Context: an optimization exercise on an open-source flow, tuned for small area. The choices shown serve that exercise and are no tape-out recipe.
Function was checked by simulation only, so behaviour that the tests miss may differ from the original.

==> flow/design.v, too long to show whole: its modules and the start of the top module <==
// module PRE: 281 lines
// module ALU: 3299 lines
// module ENC: 5 lines
// module FA: 4 lines
// module GN: 3 lines
// module GP: 4 lines
// module HA: 4 lines
// module INV: 3 lines
// module ND2: 3 lines
// module OM: 3 lines
// module OR2: 3 lines
// module PP: 3 lines
// module PP2: 3 lines
// module XN2: 3 lines
// module XNS: 3 lines
// module XS: 3 lines
// module YPG: 5 lines
// module alu_top: 34 lines
module alu_top (
    input             clk,
    input      [31:0] A,
    input      [31:0] B,
    input      [3:0]  ALU_Sel,
    output reg [31:0] ALU_Out,
    output            Carryout,
    output            Overflow
);
  // ...
==> flow/run.sh <==
#!/bin/bash
# synth_recipe.tcl (not shown) runs the flow's synth.tcl, then flattens the netlist and writes it again
# the make line also repeats each setting of config.mk as NAME=value (left out here)
make -C /OpenROAD-flow-scripts/flow DESIGN_CONFIG=/design/flow/config.mk WORK_HOME=/design/flow/orfs CLKGATE_MAP_FILE= SYNTH_SCRIPT=/design/flow/synth_recipe.tcl finish
==> flow/config.mk <==
export PLATFORM = sky130hd
export DESIGN_NAME = alu_top
export DESIGN_NICKNAME = alu_top
export VERILOG_FILES = /design/flow/design.v
export SDC_FILE = /design/flow/constraint.sdc
export NUM_CORES = 4
export LEC_CHECK = 0
export CAP_MARGIN = 20
export CELL_PAD_IN_SITES_DETAIL_PLACEMENT = 1
export CELL_PAD_IN_SITES_GLOBAL_PLACEMENT = 1
export CORE_MARGIN = 2
export CORE_UTILIZATION = 40
export SLEW_MARGIN = 20
export SYNTH_HIERARCHICAL = 1
export SYNTH_MINIMUM_KEEP_SIZE = 0
==> flow/constraint.sdc <==
create_clock -name core_clock -period 9.0 [get_ports {clk}]
set_input_delay 1.8000 -clock core_clock [delete_from_list [all_inputs] [get_ports {clk}]]
set_output_delay 1.8000 -clock core_clock [all_outputs]
set_load 0.01 [all_outputs]
==> out/metrics.yaml, run 1 <==
cells_and_area:
  seq_share: 0.103
  fill_cells: 5956
  final_cell_count_no_fill: 2840
  final_cell_mix: "528 x a222oi_1, 434 x fa_1, 159 x a21o_1"
  nNetsFinal: 2711
  biggestCellCategory: "multi-input gates"
logic_synthesis:
  yosysSeqAreaShare: 0.117
  ys.flop_type: "dfxtp_1"
  yosys_register_bits: 133
  yosysTopAreaCell: "fa_1"
sta:
  max_slew_margin: 0.223
  post-route-period-util: 0.838
  fin_tns_setup_ns: 0
  whs_ns: 0.843
setup_path:
  crit_path_end_kind: "register"
  cp_top_family: "adder cells"
routing:
  dr_total_vias: 23000
  wl_per_cell_um: 40.8
  first_pass_iters: 17
  viasPerCell: 8.09
placed_design:
  port_buffers: 100
run_status:
  status: "no timing/DRC/antenna violations"
floorplanning:
  start_util: 0.404
clock_network:
  cts_tree: "yes"
  cts-resized-gates: 0
==> inputs of run 2 (changes only) <==
==> flow/flow/run.sh (new file) <==
#!/bin/bash
# The standard layout, except that the port buffers buffer_ports inserts are
# sky130_fd_sc_hd__buf_1 cells (every input and output port still gets one).
set -euo pipefail
bash standard.sh BUFFER_PORTS_ARGS="-buffer_cell sky130_fd_sc_hd__buf_1" finish > standard.log 2>&1
==> flow/standard.sh (new file) <==
#!/bin/bash
# synth_recipe.tcl (not shown) runs the flow's synth.tcl, then flattens the netlist and writes it again
# the make line also repeats each setting of config.mk as NAME=value (left out here)
make -C /OpenROAD-flow-scripts/flow DESIGN_CONFIG=/design/flow/config.mk WORK_HOME=/design/flow/orfs CLKGATE_MAP_FILE= SYNTH_SCRIPT=/design/flow/synth_recipe.tcl "${@:-finish}"
removed: flow/run.sh
==> run 2 against run 1 <==
  * Register-to-register slack about the same
  * First-iteration DRC count fell by 2.6%
  * Highest routed layer is now met4
  * Global-route usage down 0.95 points
  * Clock skew is 0.0025 ns higher
  * Synthesized cell count stayed put
  * Largest cell class unchanged
  * Non-clock buffer count fell by 2
  * Via count is 1.1% lower
==> out/metrics.yaml, run 2 <==
cells_and_area:
  diodes: 0
  drive_above_1_share: 0.114
  final_common_cell: "a222oi_1"
  seq_area_um2: 2680
  nNetsFinal: 2709  # -0.074%
  final_cell_mix: "528 x a222oi_1, 434 x fa_1, 159 x a21o_1"
  multiInputGateArea_um2: 20000
  largest_register_ffs: 34
  fill_cells: 5982  # +0.44%
  utilization: 0.454
  final_cell_count_no_fill: 2836  # -0.14%
  fin_area_um2: 25600
  regMostFlops: "t_q"
  area_growth_pct: 12.5
sta:
  period_minus_slack_ns: 7.55
  fmax_mhz: 132
  skew_ns: 0.0260
  fin_tns_setup_ns: 0  # unchanged
  finalMaxSlewViolations: 0
  hold_viol: 0
  setup_viol_count_final: 0
  tightestPinTransition_ns: 1.28
  setup_ws_ns: 1.45
  rsz0062_at_grt: "false"
  post-route-period-util: 0.839  # +0.00103
  max_slew_margin: 0.147  # -0.0760
setup_path:
  crit_path_end_kind: "register"
  cp_top_family: "adder cells"
  crit_chain: "and2_2 > a222oi_1 > fa_1 > fa_1 > fa_1 > fa_1 > fa_1 > fa_1 > ha_1 > and2_1 > and2_1 > and2_1 > and2_1 > a21o_1 > a21o_1 > a21o_1 > a21o_1 > a21o_1 > xnor2_1 > a222oi_1 > inv_1"
  critPathLaunchType: "register"
  critPathArrivalTime_ns: 7.93
  critPathMaxStageDelay_ns: 0.87
  crit_start: "b_q[7]"
  setup.worst_path.class: "register to register"
  reg2reg_from: "b_q[7]"
  worstPathRequired_ns: 9.39
  crit_buf_inv: 1
  slowest_stage: "and2_2"
  cp_common_cell: "fa_1"
  crit_fanout: 29
placed_design:
  dp_cells: 2804
  place_ws_ns: 1.66
  place_area_um2: 24900
  dpl.hpwl_um: 76600
  port_buffers: 100  # unchanged
  gp_congestion: 0.947
clock_network:
  htreeDepth: 4
  clock_latency_ns: 0.51
  numCtsBuffers: 17
  clock-sinks: 133
  clk_pin_slew_ns: 0.07
  cts_setup_buffers: 0
  ctsHoldBuffers: 0
  cts-resized-gates: 0  # unchanged
  clockBufferDepth: 2
  clock-root-buffer: "clkbuf_16"
  cts_tree: "yes"
logic_synthesis:
  ys_async_sr_fraction: 0
  yosysTopAreaCell: "fa_1"
  yosysWarnings: 7
  synth_most_common_cell: "a222oi_1"
  ys.flop_type: "dfxtp_1"
  yosys-top-cells-area: "fa_1 38%, a222oi_1 23%, dfxtp_1 12%"
  synth_edf_count: 0
  synth_cells: 1844
  yosysSeqAreaShare: 0.117  # unchanged
  synth_cell_types: 23
  synth_top_area_frac: 0.382
  syn_area_um2: 22700
  syn_area_per_cell_um2: 12.3
  yosys_register_bits: 133  # unchanged
  synthTopCellsByCount: "528 x a222oi_1, 434 x fa_1, 159 x a21o_1"
worst_hold_path:
  min_path_type: "register to register"
  hp-start: "t_q[8]"
floorplanning:
  core_area_um2: 56300
  fp.dieH_um: 242
  die_w_um: 242
  start_util: 0.404  # unchanged
  die_area_um2: 58800
  rows: 87
  io_pins: 103
global_routing:
  antenna_found_initial: 1
  grt_pass1_wl_um: 165000
  grt-ovfl-total: 0
  grt_max_degree: 67
  grtUsageTotal: 0.381
  grt_pass1_vias: 24100
routing:
  first_pass_iters: 15  # -2
  viasPerCell: 8.01  # -0.92%
  routed_wl_um: 114000
  drc: 0
  dr_total_vias: 22700  # -1.1%
  wl_per_cell_um: 40.2  # -1.3%
  ant_nets: 0
  drt_iter0_drc: 6577
flow_run:
  drv_cap: 0
run_status:
  status: "no timing/DRC/antenna violations"
==> run 2: cell count changes in the layout (fill, tap and decap cells not counted), moves of 2 or more <==
cell and delta:
clkinvlp_4 -2, buf_1 +100, clkdlybuf4s50_1 -100, bufinv_16 +2, dfxtp_2 -2, dfxtp_1 +2, diode_2 -2
==> run 2: cell families (layout without fill, tap and decap cells) <==
logic type | count (synthesis) | in the layout | share of synthesized area
flip-flops | 133 | 133 | 0.117
AO/OA/AOI/OAI | 751 | 751 | 0.310
other | 2 | 4 | 0.000330
XOR/XNOR | 140 | 140 | 0.0539
buffers and inverters | 54 | 288 | 0.00924
adder cells (fa/ha/maj) | 573 | 573 | 0.459
AND/OR/NAND/NOR | 191 | 191 | 0.0512
==> run 2: through the flow <==
stage	hold WS, ns
2_1_floorplan	0.745
3_3_place_gp	0.696
3_5_place_dp	0.699
4_1_cts	0.729
5_1_grt	0.783
6_report	0.746
==> run 2: final timing paths <==
kind                       to  slack [ns]  depth (start not counted)
setup reg to reg  ALU_Out[31]        1.45                         21
setup / recovery  ALU_Out[31]        1.45                         21
hold / removal     ALU_Out[8]        0.75                          3
hold reg to reg    ALU_Out[8]        0.75                          3
==> run 2: area by class of cell <==
type,count,share of cell area
inverter,52,0.00763
multi-input combinational,1659,0.780
tap,756,0.0370
timing repair buffer,204,0.0452
clock inverter,14,0.00807
sequential,133,0.105
clock buffer,18,0.0172
==> run 2: worst reg2reg max path: stages (launching register included) <==
cell and delay, ns:
dfxtp_1 0.36, and2_2 0.87, a222oi_1 0.31, fa_1 0.49, fa_1 0.48, fa_1 0.49
fa_1 0.44, fa_1 0.55, fa_1 0.49, ha_1 0.37, and2_1 0.20, and2_1 0.19
and2_1 0.17, and2_1 0.15, a21o_1 0.46, a21o_1 0.34, a21o_1 0.22, a21o_1 0.19
a21o_1 0.17, xnor2_1 0.13, a222oi_1 0.31, inv_1 0.07
==> run 2: routing by layer <==
layer / up-vias / GRT usage / wire, um / share of wire
li1: 8467 / - / - / -
met1: 11600 / 0.471 / 40000 / 0.35
met2: 2210 / 0.587 / 50400 / 0.44
met3: 478 / 0.118 / 16100 / 0.14
met4: 0 / 0.225 / 7680 / 0.067
met5: - / 0.000817 / 0 / 0
==> run 2: Yosys stat by module, one instance, submodules excluded, a selection <==
module,cell area [um^2],cells,flops+latches
OM,13.8,2,0
GP,13.8,2,0
PP2,12.5,1,0
XS,8.76,1,0
XN2,8.76,1,0
GN,7.51,1,0

[separate check: timing with driven ports]
Ports are ideal in the flow. The routed layouts listed here were re-timed in OpenROAD.
Step 1 assumes that a clkbuf_16 drives the clock port and a buf_2 every other input.
Step 2 times the ports against the registers' clock, not the clock port: input delays grow and output delays shrink by t, the midpoint of the rising clock arrivals with the driver on.
Three values: ideal, step 1, step 2; two values: the first two.
run	t, ns	slack for setup (ns)	worst hold slack (ns)
run 1	0.572	1.462 / 1.462 / 1.462	0.843 / 0.843 / 0.843
run 2	0.557	1.453 / 1.453 / 1.453	0.746 / 0.746 / 0.746
After both steps setup and hold are still met in every run listed.
